Background: an optimization exercise with open tools, aiming at small area, a short achievable clock period and few clock cycles. Do not read the settings as production practice.
Function was checked by simulation only, so behaviour that the tests miss may differ from the original.

$ cat design/flow/run.sh
#!/bin/bash
# synth_recipe.tcl (not shown) runs the flow's synth.tcl, then flattens the netlist and writes it again
# the make line also repeats each setting of config.mk as NAME=value (left out here)
make -C /OpenROAD-flow-scripts/flow DESIGN_CONFIG=/design/flow/config.mk WORK_HOME=/design/flow/orfs CLKGATE_MAP_FILE= SYNTH_SCRIPT=/design/flow/synth_recipe.tcl finish
$ cat design/flow/config.mk
export PLATFORM = sky130hd
export DESIGN_NAME = md5
export DESIGN_NICKNAME = md5
export VERILOG_FILES = /design/flow/design.v
export SDC_FILE = /design/flow/constraint.sdc
export NUM_CORES = 4
export LEC_CHECK = 0
export CAP_MARGIN = 20
export CORE_MARGIN = 2
export CORE_UTILIZATION = 30
export SLEW_MARGIN = 20
$ cat design/flow/constraint.sdc
create_clock -name core_clock -period 11.0 [get_ports {PCLK_IN}]
set_input_delay 2.2000 -clock core_clock [delete_from_list [all_inputs] [get_ports {PCLK_IN}]]
set_output_delay 2.2000 -clock core_clock [all_outputs]
set_load 0.01 [all_outputs]
$ cat design/flow/design.v
module rodadas(
	input  logic [31:0] b, c, d, p, addend,
	input  logic [1:0]  grp,
	input  logic [3:0]  sidx,
	input  logic        en,
	output logic [31:0] output_A
);
	logic [31:0] f, t, r;
	always_comb
		case (grp)
			2'd0: f = (b & c) | (~b & d);
			2'd1: f = (b & d) | (c & ~d);
			2'd2: f = b ^ c ^ d;
			default: f = c ^ (b | ~d);
		endcase
	assign t = f + p;
	always_comb begin
		case (sidx)
			4'd0:  r = {t[24:0], t[31:25]};   
			4'd1:  r = {t[19:0], t[31:20]};   
			4'd2:  r = {t[14:0], t[31:15]};   
			4'd3:  r = {t[9:0],  t[31:10]};   
			4'd4:  r = {t[26:0], t[31:27]};   
			4'd5:  r = {t[22:0], t[31:23]};   
			4'd6:  r = {t[17:0], t[31:18]};   
			4'd7:  r = {t[11:0], t[31:12]};   
			4'd8:  r = {t[27:0], t[31:28]};   
			4'd9:  r = {t[20:0], t[31:21]};   
			4'd10: r = {t[15:0], t[31:16]};   
			4'd11: r = {t[8:0],  t[31:9]};    
			4'd12: r = {t[25:0], t[31:26]};   
			4'd13: r = {t[21:0], t[31:22]};   
			4'd14: r = {t[16:0], t[31:17]};   
			default: r = {t[10:0], t[31:11]};  
		endcase
		if (!en) r = 32'd0;
	end
	assign output_A = addend + r;
endmodule
module md5(
	input  logic  PCLK_IN,
	input  logic  PRESETn_IN,
	input  logic  PSEL_IN,
	input  logic  PENABLE_IN,
	input  logic  PWRITE_IN,
	input  logic  [04:0] PADDR_IN,
	input  logic  [31:0] PWDATA_IN,
	output logic  [31:0] PRDATA_OUT,
	output logic  PREADY_OUT
);
	logic [31:0] M [15:0];
	logic [31:0] R0, R1, R2, R3;
	logic [31:0] A, B, C, D, P;
	logic [1:0]  ph;
	logic [5:0]  rnd;      
	logic        run;      
	logic        pend;     
	logic        fin;      
	logic        w0;       
	wire wr    = PSEL_IN & ~PENABLE_IN & PWRITE_IN;
	wire start = PSEL_IN & PENABLE_IN & ~run & ~fin;
	wire go0   = ~run & (ph == 2'd0) & (start | pend) & ~w0;    
	wire spec  = run | (ph == 2'd0);    
	wire load3 = ~run & (ph == 2'd3);   
	wire addf  = fin | (run & (rnd >= 6'd61));
	logic [5:0] kidx;
	assign kidx = load3 ? 6'd0 : rnd + 6'd1;
	logic [31:0] K;
	always_comb
		case (kidx)
			6'd00: K = 32'hd76aa478; 6'd01: K = 32'he8c7b756; 6'd02: K = 32'h242070db; 6'd03: K = 32'hc1bdceee;
			6'd04: K = 32'hf57c0faf; 6'd05: K = 32'h4787c62a; 6'd06: K = 32'ha8304613; 6'd07: K = 32'hfd469501;
			6'd08: K = 32'h698098d8; 6'd09: K = 32'h8b44f7af; 6'd10: K = 32'hffff5bb1; 6'd11: K = 32'h895cd7be;
			6'd12: K = 32'h6b901122; 6'd13: K = 32'hfd987193; 6'd14: K = 32'ha679438e; 6'd15: K = 32'h49b40821;
			6'd16: K = 32'hf61e2562; 6'd17: K = 32'hc040b340; 6'd18: K = 32'h265e5a51; 6'd19: K = 32'he9b6c7aa;
			6'd20: K = 32'hd62f105d; 6'd21: K = 32'h02441453; 6'd22: K = 32'hd8a1e681; 6'd23: K = 32'he7d3fbc8;
			6'd24: K = 32'h21e1cde6; 6'd25: K = 32'hc33707d6; 6'd26: K = 32'hf4d50d87; 6'd27: K = 32'h455a14ed;
			6'd28: K = 32'ha9e3e905; 6'd29: K = 32'hfcefa3f8; 6'd30: K = 32'h676f02d9; 6'd31: K = 32'h8d2a4c8a;
			6'd32: K = 32'hfffa3942; 6'd33: K = 32'h8771f681; 6'd34: K = 32'h6d9d6122; 6'd35: K = 32'hfde5380c;
			6'd36: K = 32'ha4beea44; 6'd37: K = 32'h4bdecfa9; 6'd38: K = 32'hf6bb4b60; 6'd39: K = 32'hbebfbc70;
			6'd40: K = 32'h289b7ec6; 6'd41: K = 32'heaa127fa; 6'd42: K = 32'hd4ef3085; 6'd43: K = 32'h04881d05;
			6'd44: K = 32'hd9d4d039; 6'd45: K = 32'he6db99e5; 6'd46: K = 32'h1fa27cf8; 6'd47: K = 32'hc4ac5665;
			6'd48: K = 32'hf4292244; 6'd49: K = 32'h432aff97; 6'd50: K = 32'hab9423a7; 6'd51: K = 32'hfc93a039;
			6'd52: K = 32'h655b59c3; 6'd53: K = 32'h8f0ccc92; 6'd54: K = 32'hffeff47d; 6'd55: K = 32'h85845dd1;
			6'd56: K = 32'h6fa87e4f; 6'd57: K = 32'hfe2ce6e0; 6'd58: K = 32'ha3014314; 6'd59: K = 32'h4e0811a1;
			6'd60: K = 32'hf7537e82; 6'd61: K = 32'hbd3af235; 6'd62: K = 32'h2ad7d2bb; default: K = 32'heb86d391;
		endcase
	logic [3:0] g;
	always_comb
		case (kidx[5:4])
			2'd0: g = kidx[3:0];
			2'd1: g = {kidx[1:0], 2'b0} + kidx[3:0] + 4'd1;           
			2'd2: g = {kidx[2:0], 1'b0} + kidx[3:0] + 4'd5;           
			default: g = {kidx[0], 3'b0} - kidx[3:0];                 
		endcase
	wire [31:0] X = {M[g][7:0], M[g][15:8], M[g][23:16], M[g][31:24]};
	wire [31:0] Ain = load3 ? R1 : D;
	wire [31:0] Bnext;
	rodadas rod(
		.b(B), .c(C), .d(D), .p(P),
		.addend(spec ? B : R2),
		.grp(rnd[5:4]), .sidx({rnd[5:4], rnd[1:0]}), .en(spec),
		.output_A(Bnext)
	);
	wire [31:0] Hsum = R3 + (B & {32{addf}});
	always @(posedge PCLK_IN) begin
		if (wr) M[PADDR_IN[3:0]] <= PWDATA_IN;
		A <= Ain;
		B <= Bnext;
		C <= B;
		D <= C;
		P <= Ain + K + X;
	end
	always @(posedge PCLK_IN or negedge PRESETn_IN) begin
		if (!PRESETn_IN) begin
			R3 <= 32'hefcdab89;
			R2 <= 32'h67452301;
			R1 <= 32'h10325476;
			R0 <= 32'h98badcfe;
			ph <= 2'd0;
			rnd <= 6'd0;
			run <= 1'b0;
			pend <= 1'b0;
			fin <= 1'b0;
			w0 <= 1'b0;
			PREADY_OUT <= 1'b0;
		end else begin
			R0 <= Hsum;
			R1 <= R0;
			R2 <= R1;
			R3 <= R2;
			ph <= ph + 2'd1;
			w0 <= wr & (PADDR_IN[3:0] == 4'd0);
			fin <= run & (rnd == 6'd63);
			if (go0) begin
				run <= 1'b1;
				pend <= 1'b0;
				rnd <= 6'd1;
			end else if (run) begin
				rnd <= rnd + 6'd1;
				if (rnd == 6'd63) run <= 1'b0;
			end else if (start)
				pend <= 1'b1;
			if (start)
				PREADY_OUT <= 1'b0;
			else if (run & (rnd == 6'd63))
				PREADY_OUT <= 1'b1;
		end
	end
	wire [1:0] j = (PADDR_IN[1:0] ^ 2'd1) - ph;
	logic [31:0] rsel;
	always_comb
		case (j)
			2'd0: rsel = Hsum;
			2'd1: rsel = R2;
			2'd2: rsel = R1;
			default: rsel = R0;
		endcase
	always @(posedge PCLK_IN)
		PRDATA_OUT <= {rsel[7:0], rsel[15:8], rsel[23:16], rsel[31:24]};
endmodule
==> impl_metrics.yaml <==
routing:
  drt_pass1_iterations: 8
  final_antenna_net_count: 0
  wl_mm: 159.4
  wl_met1_mm: 68.84
  routed.top_layer: "met5"
  drc: 0
  wl_met2_mm: 71.21
  vias: 35870
  dr_wl_met3_mm: 13.14
  wire_per_inst_um: 25.09
  vias_per_cell: 5.648
  first_iter_violations: 4039
status:
  outcome: "finished clean"
placement:
  portBuffers: 73
  place_congestion: 1.015
  post-dp-hpwl_mm: 106.6
  place_ws_ns: 2.136
die:
  ioPinCount: 75
  fp.dieH_um: 390.1
  chipWidth_um: 390.1
  std_cell_rows: 141
  dieArea_um2: 152200
  initial_core_util_pct: 30.26
  core_area_um2: 147800
sta:
  tightest_slew_ns: 1.196
  fin_tns_setup_ns: 0
  finalWorstSetupSlack_ns: 1.940
  fin_worst_skew_ns: 0.06576
  setup_viol: 0
  finalCriticalPeriod_ns: 9.060
  relSlewSlack_pct: 19.70
  finalMaxSlewViolations: 0
  period_share_pct: 82.37
  rsz0062_at_grt: "no"
  clock.fmax_ghz: 0.1104
  finalHoldViolCount: 0
cts:
  tritoncts: "built"
  cts_setup_buffers: 0
  root_buffer: "clkbuf_16"
  cts.path.max_buffers: 3
  ctsResizeCount: 0
  cts_buffers: 89
  numClockSinks: 813
  htree_levels: 3
  clock_latency_ns: 0.73
  clk_pin_slew_ns: 0.07
  hold_buffers: 0
setup_path:
  crit_buf_inv: 5
  cp_top_family: "compound AO/OA/AOI/OAI gates"
  crit_path_max_fanout: 34
  end_kind: "flop"
  r2r_end: "P[31]"
  critPathMaxStageDelay_ns: 0.85
  path_class: "flop to flop"
  start_kind: "flop"
  r2r_cells: 28
  arrival_ns: 9.65
  crit_slowest_cell: "dfrtp_1"
  cp.required_ns: 11.59
  r2r-start: "rnd[0]"
  rrSetupSlack_ns: 1.94
yosys:
  synth-seq-area-share_pct: 49.60
  yosys_warnings: 2
  netlist_area_um2: 44730
  ys_types: 104
  ys_ff_latch: 813
  ys.flop_type: "edfxtp_1"
  async_flop_share_pct: 17.34
  synth_area_leaders: "edfxtp_1 34%, dfxtp_1 7.2%, nand2_1 5.5%"
  syn_area_per_cell_um2: 10.29
  synth_top_area_share_pct: 34.37
  syn_inst: 4346
  synth_edf_count: 512
  synth_top_area_cell: "edfxtp_1"
  synthesis.nets: 4594
hold_path:
  min_path_cells: 0
  hold_path_end: "R1[28]"
  hold_path.class: "flop to flop"
  min-delay-start: "R0[28]"
layout:
  layout_common_cells: "652 x nand2_1, 512 x edfxtp_1, 331 x a21oi_1, 220 x o21ai_0, 194 x a211oi_1"
  fin_nets: 4590
  area_delta_synth_final_pct: 14.49
  fillers: 14720
  mostFrequentLayoutCell: "nand2_1"
  seqCellArea_um2: 22190
  multi_input_area_um2: 21430
  drive_above_1_share_pct: 10.64
grt:
  grt_max_degree: 110
  grt_pass1_vias: 34050
  antenna_found_initial: 9
  grt_overflow: 0
  grt_pass1_wl_mm: 233.2
  grt.total_usage_pct: 20.43
flow_run:
  cap_violations: 0
[metal layers]
metal  GRT usage [%]  vias up
li1                -    16310
met1           27.69    17750
met2           31.76     1462
met3           4.752      340
met4           7.441       14
met5               0        -
[layout make-up]
cell class                 instances  share of cell area, %
inverter                          58                 0.4251
clock inverter                    48                  1.388
tap                             1930                  4.716
clock buffer                     119                  4.725
timing repair buffer             206                  3.550
sequential                       813                  43.34
antenna                            3                0.01466
multi-input combinational       3174                  41.84
[worst register-to-register path, delay by kind of cell (launching register included)]
family | cells | cell delay (ns)
adder cells (fa/ha/maj) | 5 | 2.13
XOR/XNOR | 3 | 0.55
AO/OA/AOI/OAI | 10 | 2.28
buffers and inverters | 5 | 1.64
AND/OR/NAND/NOR | 5 | 1.54
flip-flops | 1 | 0.85
[sequential cells by signal (all words and copies together) (netlist names), 2 cells and up]
signal	count
C	32
R3	32
R0	32
R2	32
B	32
D	32
ph	2
P	32
R1	32
rnd	6
M	512
PRDATA_OUT	32
[logic make-up (layout without fill, tap and decap cells)]
logic type / after synthesis / after routing / synth area share (%)
AO/OA/AOI/OAI: 1409 / 1409 / 21.19
AND/OR/NAND/NOR: 1301 / 1301 / 13.27
flip-flops: 813 / 813 / 49.60
buffers and inverters: 359 / 431 / 3.206
XOR/XNOR: 211 / 211 / 4.274
adder cells (fa/ha/maj): 206 / 206 / 6.434
multiplexers: 47 / 47 / 2.031
other: 0 / 3 / 0
[synth_stat cells, types with 31 or more instances]
cell type and instances:
xor2_1 42, dfstp_2 64, mux4_2 35, o211ai_1 34, a221oi_1 72, buf_2 34
a211oi_1 194, nor3_1 66, nand3_1 41, a21o_1 56, o22ai_1 60, inv_1 55
dfrtp_1 77, o221ai_1 46, clkbuf_1 227, nor2_1 200, dfxtp_1 160, and2_1 138
edfxtp_1 512, o21ai_0 220, nand2_1 653, fa_1 40, nor2b_1 77, buf_1 31
a31oi_1 121, ha_1 166, a21oi_1 331, xnor2_1 162, a311oi_1 75
[worst max-delay path by stage]
stage,from,to,slack [ns],depth (start not counted)
6_report,rnd[0],P[31],1.94,28
5_1_grt,rnd[0],P[31],1.46,30
4_1_cts,rnd[0],P[31],2.09,28
3_5_place_dp,rnd[0],P[31],2.14,28
3_3_place_gp,rnd[0],P[31],2.11,28
2_1_floorplan,rnd[5],B[30],3.71,34
[per-stage QoR]
step           hold slack [ns]  instances  area, um2  util (%)
6_report                0.3534       6351      51210     34.64
4_1_cts                 0.3500       6348      51200     34.63
3_5_place_dp            0.3559       6181      48070     32.52
2_1_floorplan           0.3494       4346      44730         -
3_3_place_gp            0.3522       6181      48060     32.51
5_1_grt                 0.3562       6348      51200     34.63
Testbench counts, summed over its fixed seeds: cycles 8,116.

-- static timing again, ports no longer ideal --
How much do the figures lean on ideal ports? The routed layout below was timed once more, with nothing changed but the port constraints.
Step 1, drivers: a clkbuf_16 drives PCLK_IN and a buf_2 each remaining input, both assumed.
Step 2 moves the port delays by t, midway between the first and last clock arrival at a register: inputs arrive t later, outputs are due t later. That takes back most of the time a late clock gives input paths.
Slacks: ideal ports / drivers / drivers and shift; pairs: ideal ports / drivers.
t (ns): 0.772
slack for setup (ns): 1.940 / 1.940 / 1.940
worst setup path after step 2: register to register
worst slew at a driven data input, ns: 0.11
After both steps setup and hold are still met in this run. For this run, drivers alone change the setup slack by 0.000 ns; drivers and shift together by 0.000 ns.
